Source: an optimization exercise on an open RTL-to-GDS flow (aim: small area). Production flows keep margins and buffers that such runs may drop. The RTL was checked by simulation tests, not by an equivalence proof against the original design.

==> design/flow/design.v <==
`timescale 1ns/1ns
module display_decoder ( data,
                         display_data );
input [3: 0] data;
output [6:0] display_data ;
wire [3: 0] data;
reg [6: 0] display_data;
always @(data) begin
case (data) 
				'd0 : display_data  =  7'b1000000;
			   'd1 : display_data  =  7'b1111001;
			   'd2 : display_data  =  7'b0100100;
			   'd3 : display_data  =  7'b0110000;
			   'd4 : display_data  =  7'b0011001;
			   'd5 : display_data  =  7'b0010010;
			   'd6 : display_data  =  7'b0000010;
			   'd7 : display_data  =  7'b1111000;
			   'd8 : display_data  =  7'b0000000;
			   'd9 : display_data  =  7'b0010000;
	default: display_data = 7'b0000110;
endcase
end
endmodule
`timescale 1ns/1ns
module address_decoder ( address,
                         displayUnidade,
							    displayDezena,
							    displayCentena,
							    displayMilhar,
								 reset );
input [14:0] address;
input reset;
output [6:0] displayUnidade;
output [6:0] displayDezena;
output [6:0] displayCentena;
output [6:0] displayMilhar;
wire [14:0] address;
wire [6:0] displayUnidade;
wire [6:0] displayDezena;
wire [6:0] displayCentena;
wire [6:0] displayMilhar;
reg done;
integer counter;
integer nmilhar;
integer ncentena;
integer ndezena;
integer nunidade;
reg [3:0] decod;
reg [3:0] unidade;
reg [3:0] dezena;
reg [3:0] centena;
reg [3:0] milhar;
wire [3:0] unit;
wire [3:0] tens;
wire [3:0] hund;
wire [3:0] thou;
wire [12:0] rmilhar;
wire [12:0] rcentena;
wire [12:0] rdezena;
assign unit = unidade;
assign tens = dezena; 
assign hund = centena; 
assign thou = milhar; 
display_decoder decodUnidade (.data (unit),
								      .display_data (displayUnidade));
display_decoder decodDezena (.data (tens),
								     .display_data (displayDezena));
display_decoder decodCentena (.data (hund),
								      .display_data (displayCentena));
display_decoder decodMilhar ( .data (thou),
										.display_data (displayMilhar));						
always @ (address)
begin
	nmilhar=0;
	ncentena=0;
	ndezena=0;
	nunidade=0;
	nmilhar=address/1000;
	ncentena=(address-(nmilhar*1000))/100;
	ndezena=(address-(nmilhar*1000)-(ncentena*100))/10;
	nunidade=(address-(nmilhar*1000)-(ncentena*100)-(ndezena*10));
	milhar<=nmilhar[3:0];	
	centena<=ncentena[3:0];
	dezena<=ndezena[3:0];
	unidade<=nunidade[3:0];
end
endmodule
`timescale 1ns/1ns
module fpga_tester_top ( prescaler1,                 
					prescaler2, 
					sys_clock, 
					sys_reset, 
					chain_input,
					chain_output,
					stop,
					comparison_result,
					K, 								 
					bist_decoder_input, 
					mode_mux_sel, 
					sel_chain_input, 
					sel_chain_output, 
					clock_mux_sel, 
					clock, 
					reset, 
					mux_decoder_input, 
					error_flag,
					dispUnidade, 
					dispDezena, 
					dispCentena, 
					dispMilhar,
					switchesH,
					switchesL,
					continua);
input sys_clock;
input sys_reset;
input stop;
input prescaler1;
input prescaler2;
input comparison_result;
input [5:0]chain_input;
input [5:0]chain_output;
input [2:0]switchesH;
input [2:0]switchesL;
input continua;
output reg error_flag;
output [6:0]dispUnidade;
output [6:0]dispDezena;
output [6:0]dispCentena;
output [6:0]dispMilhar;
output reg [5:0]K;
output reg [2:0]bist_decoder_input;
output reg mode_mux_sel;
output reg clock_mux_sel;
output reg sel_chain_input;
output reg sel_chain_output;
output reg [4:0]mux_decoder_input;
output reg clock;
output reg reset;
reg test_clock;
wire [6:0]dispUnidade;
wire [6:0]dispDezena;
wire [6:0]dispCentena;
wire [6:0]dispMilhar;
wire prescaler1;
wire prescaler2;
wire [2:0]switchesH;
wire [2:0]switchesL;
wire sys_clock;
wire sys_reset;
wire stop;
wire [5:0]chain_input;
wire [5:0]chain_output;
wire [14:0] mux_decoder_input_ext;
reg [14:0] alto;
reg [14:0] baixo;
reg test_ok;
reg test_nok;
wire [14:0]display;
reg [31:0]real_counter;
reg [7:0] fsm_state;
integer reset_counter;
integer clock_counter;
integer counter;
reg [7:0] errors;
always @(posedge sys_clock)
begin
	real_counter <= (prescaler1? 20 : 50) + (prescaler2 ? 10 : 50); 	
end
wire [14:0]total_errors;
wire [14:0]total_tests;
reg [14:0]total_errors_reg;
reg [14:0]total_tests_reg;
address_decoder addressDecod (.address(display),
										.displayUnidade(dispUnidade),
										.displayDezena(dispDezena),
										.displayCentena(dispCentena),
										.displayMilhar(dispMilhar),
										.reset(sys_reset));
always @ (posedge sys_clock)
begin
case (switchesH)
		0: alto = chain_input;
		1: alto = chain_output;
		2: alto = K;
		3: alto = mux_decoder_input;
		default: alto = mux_decoder_input;
endcase
case (switchesL)
		0: baixo = chain_input;
		1: baixo = chain_output;
		2: baixo = K;
		3: baixo = mux_decoder_input;
		default: baixo = mux_decoder_input;
endcase
end
wire [14:0] display_L;
wire [14:0] display_H;
assign display_H = alto*100;
assign display_L = baixo;
assign display = sys_reset==0? 0: display_H + display_L;
wire [31:0] counter_next;
wire test_clock_toggle;
wire test_clock_rise;
wire test_clock_fall;
assign counter_next = counter + 1;
assign test_clock_toggle = sys_reset && (counter_next > real_counter);
assign test_clock_rise = test_clock_toggle && !test_clock;
assign test_clock_fall = test_clock_toggle && test_clock;
always @(posedge sys_clock)
begin
        if ( sys_reset == 0 ) begin
                 counter <= 0;
                 test_clock<=0;
        end         
        else
                begin
                if (counter_next > real_counter)
                begin
                        test_clock <= ~test_clock;
                        counter <= 0;
                end
                else
                        counter <= counter_next;
        end
end
wire continua;
always @(posedge sys_clock or negedge sys_reset)
begin
		if(!sys_reset)
			error_flag <= 0;
		else if (test_clock_fall)
			error_flag <= (((chain_output == chain_input) && (chain_input == K)) ? 0 : 1);
end
always @(posedge sys_clock or negedge sys_reset)
begin
		if(!sys_reset) begin
			 clock<=0;
			 K<=0;
			 mode_mux_sel<=0;
			 clock_mux_sel<=0;
			 bist_decoder_input<=6;
			 mux_decoder_input <= 0;
			 sel_chain_input <= 0;
			 sel_chain_output <= 0;
			 reset<=1;
		end
		else if (test_clock_rise) begin
			 reset<=0;
			 K<=K+1;
			 if(K==63) begin
				mux_decoder_input <= mux_decoder_input + 1;
				K<=0;
				if(mux_decoder_input == 21)
					mux_decoder_input<=0;
			 end
		end
end	
endmodule
==> design/flow/run.sh <==
#!/bin/bash
# synth_recipe.tcl (not shown) runs the flow's synth.tcl, then flattens the netlist and writes it again
# the make line also repeats each setting of config.mk as NAME=value (left out here)
make -C /OpenROAD-flow-scripts/flow DESIGN_CONFIG=/design/flow/config.mk WORK_HOME=/design/flow/orfs CLKGATE_MAP_FILE= SYNTH_SCRIPT=/design/flow/synth_recipe.tcl finish
==> design/flow/config.mk <==
export PLATFORM = sky130hd
export DESIGN_NAME = fpga_tester_top
export DESIGN_NICKNAME = fpga_tester_top
export VERILOG_FILES = /design/flow/design.v
export SDC_FILE = /design/flow/constraint.sdc
export NUM_CORES = 4
export LEC_CHECK = 0
export CAP_MARGIN = 20
export CORE_MARGIN = 2
export CORE_UTILIZATION = 40
export SLEW_MARGIN = 20
==> design/flow/constraint.sdc <==
create_clock -name core_clock -period 80.0 [get_ports {sys_clock}]
set_input_delay 16.0000 -clock core_clock [delete_from_list [all_inputs] [get_ports {sys_clock}]]
set_output_delay 16.0000 -clock core_clock [all_outputs]
set_load 0.01 [all_outputs]
==> metrics.csv <==
metric;value;unit
crit_arrival;58.64;ns
post_cts_buffers;0;
r2r-start;counter[15];
synth-async-reset-ratio;0.2063;
max-cap-violations;0;
timing.final.crit_share;0.9330;
synth_cells;2461;
clkSinkCount;63;
fin_skew;0.007138;ns
cp_common_cell;a21oi_1;
synth_flop_cell;dfxtp_1;
gr-total-overflow;0;
multi_input_area;15430;sq um
grt_pass1_wl;81210;microns
synth_area_leaders;ha_1, dfxtp_1, nand2_1;
viasPerCell;5.964;
dieArea;45810;sq um
crit_slowest_cell;nor3_1;
fp.dieH;214.0;microns
yosysTopAreaCell;ha_1;
grt_max_degree;37;
slowest_delay;0.96;ns
ys_seq_elements;63;
relSlewSlack;0.2406;
critPathKind;input pin to output port;
antenna_found_initial;0;
synth_commonest_cells;nand2_1, ha_1, a21oi_1, nor2_1, o21ai_0;
status;timing/DRC/antenna clean;
hold_violations;0;
final_antenna_net_count;0;
antenna_cells;0;
clk_path_buf_depth;2;
synth_area_per_cell;7.170;sq um
cts_resized;0;
rsz0062_at_grt;false;
path_clk_slew;0.05;ns
crit_path_end;dispUnidade[1];
finalCriticalPeriod;74.64;ns
report.final.setup_viol;0;
numCtsBuffers;9;
fin_tns_setup;0;ns
drc;0;
drive_gt1_frac;0.05202;
core;43270;sq um
postCtsHoldBufs;0;
post-route-util;0.4409;
synth.distinct_cells;128;
die_w;214.0;microns
slew_viol_final;0;
clockRootBuffer;clkbuf_16;
crit_start;sys_reset;
nets;2746;
yosysMostFrequentCell;nand2_1;
syn-cell-area;17640;sq um
globalplace.congestion;0.9009;
crit_required;64.00;ns
tightest_slew;1.130;ns
initial_core_util;0.4078;
wire_per_inst;15.66;microns
hp-class;flip-flop to flip-flop;
numPortBuffers;62;
rows;76;
grt_pass1_vias;17190;
r2r_setup_slack;75.95;ns
drtPass1Iterations;5;
reg2reg_to;mux_decoder_input[3];
end_kind;output port;
grt.total_usage;0.2003;
cts.htree.levels;3;
register_area;1328;sq um
synth_warnings;3;
syn_to_final_growth;8.105;%
vias;18280;
clock_latency;0.33;ns
tritoncts;yes;
r2r_cells;18;
top_level_ports;74;
cp-start-kind;input pin;
critPathMaxFanout;36;
synth_edf_count;0;
max_freq;0.01340;GHz
ys_seq_area_frac;0.07524;
wirelength;47990;microns
hpwl;38250;microns
synth_top_area_frac;0.1489;
n_fill_cell;4387;
first_iter_violations;1448;
==> worst max-delay path, delay by kind of cell <==
kind,cells,cell delay (ns)
compound gates,73,20.53
simple gates,41,10.25
fa+ha+maj,13,4.64
buf+inv,13,3.93
xor+xnor,9,2.03
mux,3,1.21
==> flip-flops by register name, summed over array words and instances, names as in the netlist <==
register           cells
baixo                  6
alto                   6
counter               32
K                      6
error_flag             1
test_clock             1
real_counter           5
mux_decoder_input      5
reset                  1
==> cell families after synthesis <==
group / share of synthesized area
xor gates and xnor gates: 0.06808
AOI/OAI and AO/OA: 0.3283
DFF: 0.07524
other: 0.0004256
and+or+nand+nor: 0.2434
adders and majority gates: 0.1915
buffers and inverters: 0.05957
muxes: 0.03340
==> stage by stage <==
| step | cell area [sq um] | hold WS (ns) | setup WS [ns] | std cells |
|---|---|---|---|---|
| final | 19070 | 0.4841 | 5.364 | 3065 |
| after global routing | 19070 | 0.4924 | 1.480 | 3065 |
| after CTS | 19050 | 0.4872 | 5.835 | 3065 |
| after detailed placement | 18740 | 0.4729 | 5.969 | 3049 |
| after global placement | 18740 | 0.4757 | 6.421 | 3049 |
| after floorplan | 17780 | 0.4485 | 13.99 | 2498 |
==> worst min-delay path by stage <==
stage                 endpoint  startpoint  slack [ns]  cells past startpoint
detailed placement       reset       reset        0.47                      1
CTS                      reset       reset        0.49                      1
floorplan           counter[0]  counter[0]        0.45                      1
global placement         reset       reset        0.48                      1
global route             reset       reset        0.49                      1
finish                   reset       reset        0.48                      1
==> placed cells by master (no fill, tap or decap), types with 28 or more instances in the layout <==
cell type,n
inv_1,135
xor2_1,39
nand3_1,95
o211ai_1,42
dfxtp_1,50
nand2b_1,29
nand4_1,28
nor3_1,80
and2_1,30
xnor2_1,88
a21oi_1,185
o22ai_1,33
conb_1,39
nor2_1,183
a21o_1,49
mux2i_1,39
o21ai_0,139
ha_1,210
clkdlybuf4s50_1,62
and3_1,37
a31oi_1,38
fa_1,36
nand2_1,254
==> per-layer routing <==
metal	wire (microns)	vias up	GRT usage	share of wire
met3	1614	69	0.009220	0.034
met1	22570	8517	0.2640	0.47
met4	847	0	0.04755	0.018
met2	22950	455	0.3584	0.48
li1	-	9240	-	-
met5	0	-	0	0
==> area by class of cell <==
cell class              count  share of cell area
clock inverters             7            0.004264
repair buffers             78             0.03883
inverters                 142             0.02807
well taps                 585             0.03837
clock buffers               9             0.01181
multi-input cells        2181              0.8091
flip-flops and latches     63             0.06960

what the ideal ports hide:
The results above use ideal ports. As a check the final layout listed here was re-extracted and re-timed, cells and wires unchanged. Step 1, drivers: a clkbuf_16 drives sys_clock and a buf_2 each remaining input, both assumed. Step 2 also shifts input and output timing later by t, the mid clock arrival at the registers, as if the neighbouring blocks saw the same clock. a / b / c = ideal ports / drivers / drivers and shift; a / b = the first two.
shift t [ns]: 0.363
slack for setup (ns): 5.364 / 5.340 / 5.340
hold WS [ns]: 0.484 / 0.484 / 0.484
worst register clock-pin slew, ns: 0.06 / 0.06
worst data-port slew with drivers (ns): 0.04
After both steps this run still meets setup and hold. For this run, drivers alone change the setup slack by -0.024 ns; drivers and shift together by -0.024 ns.
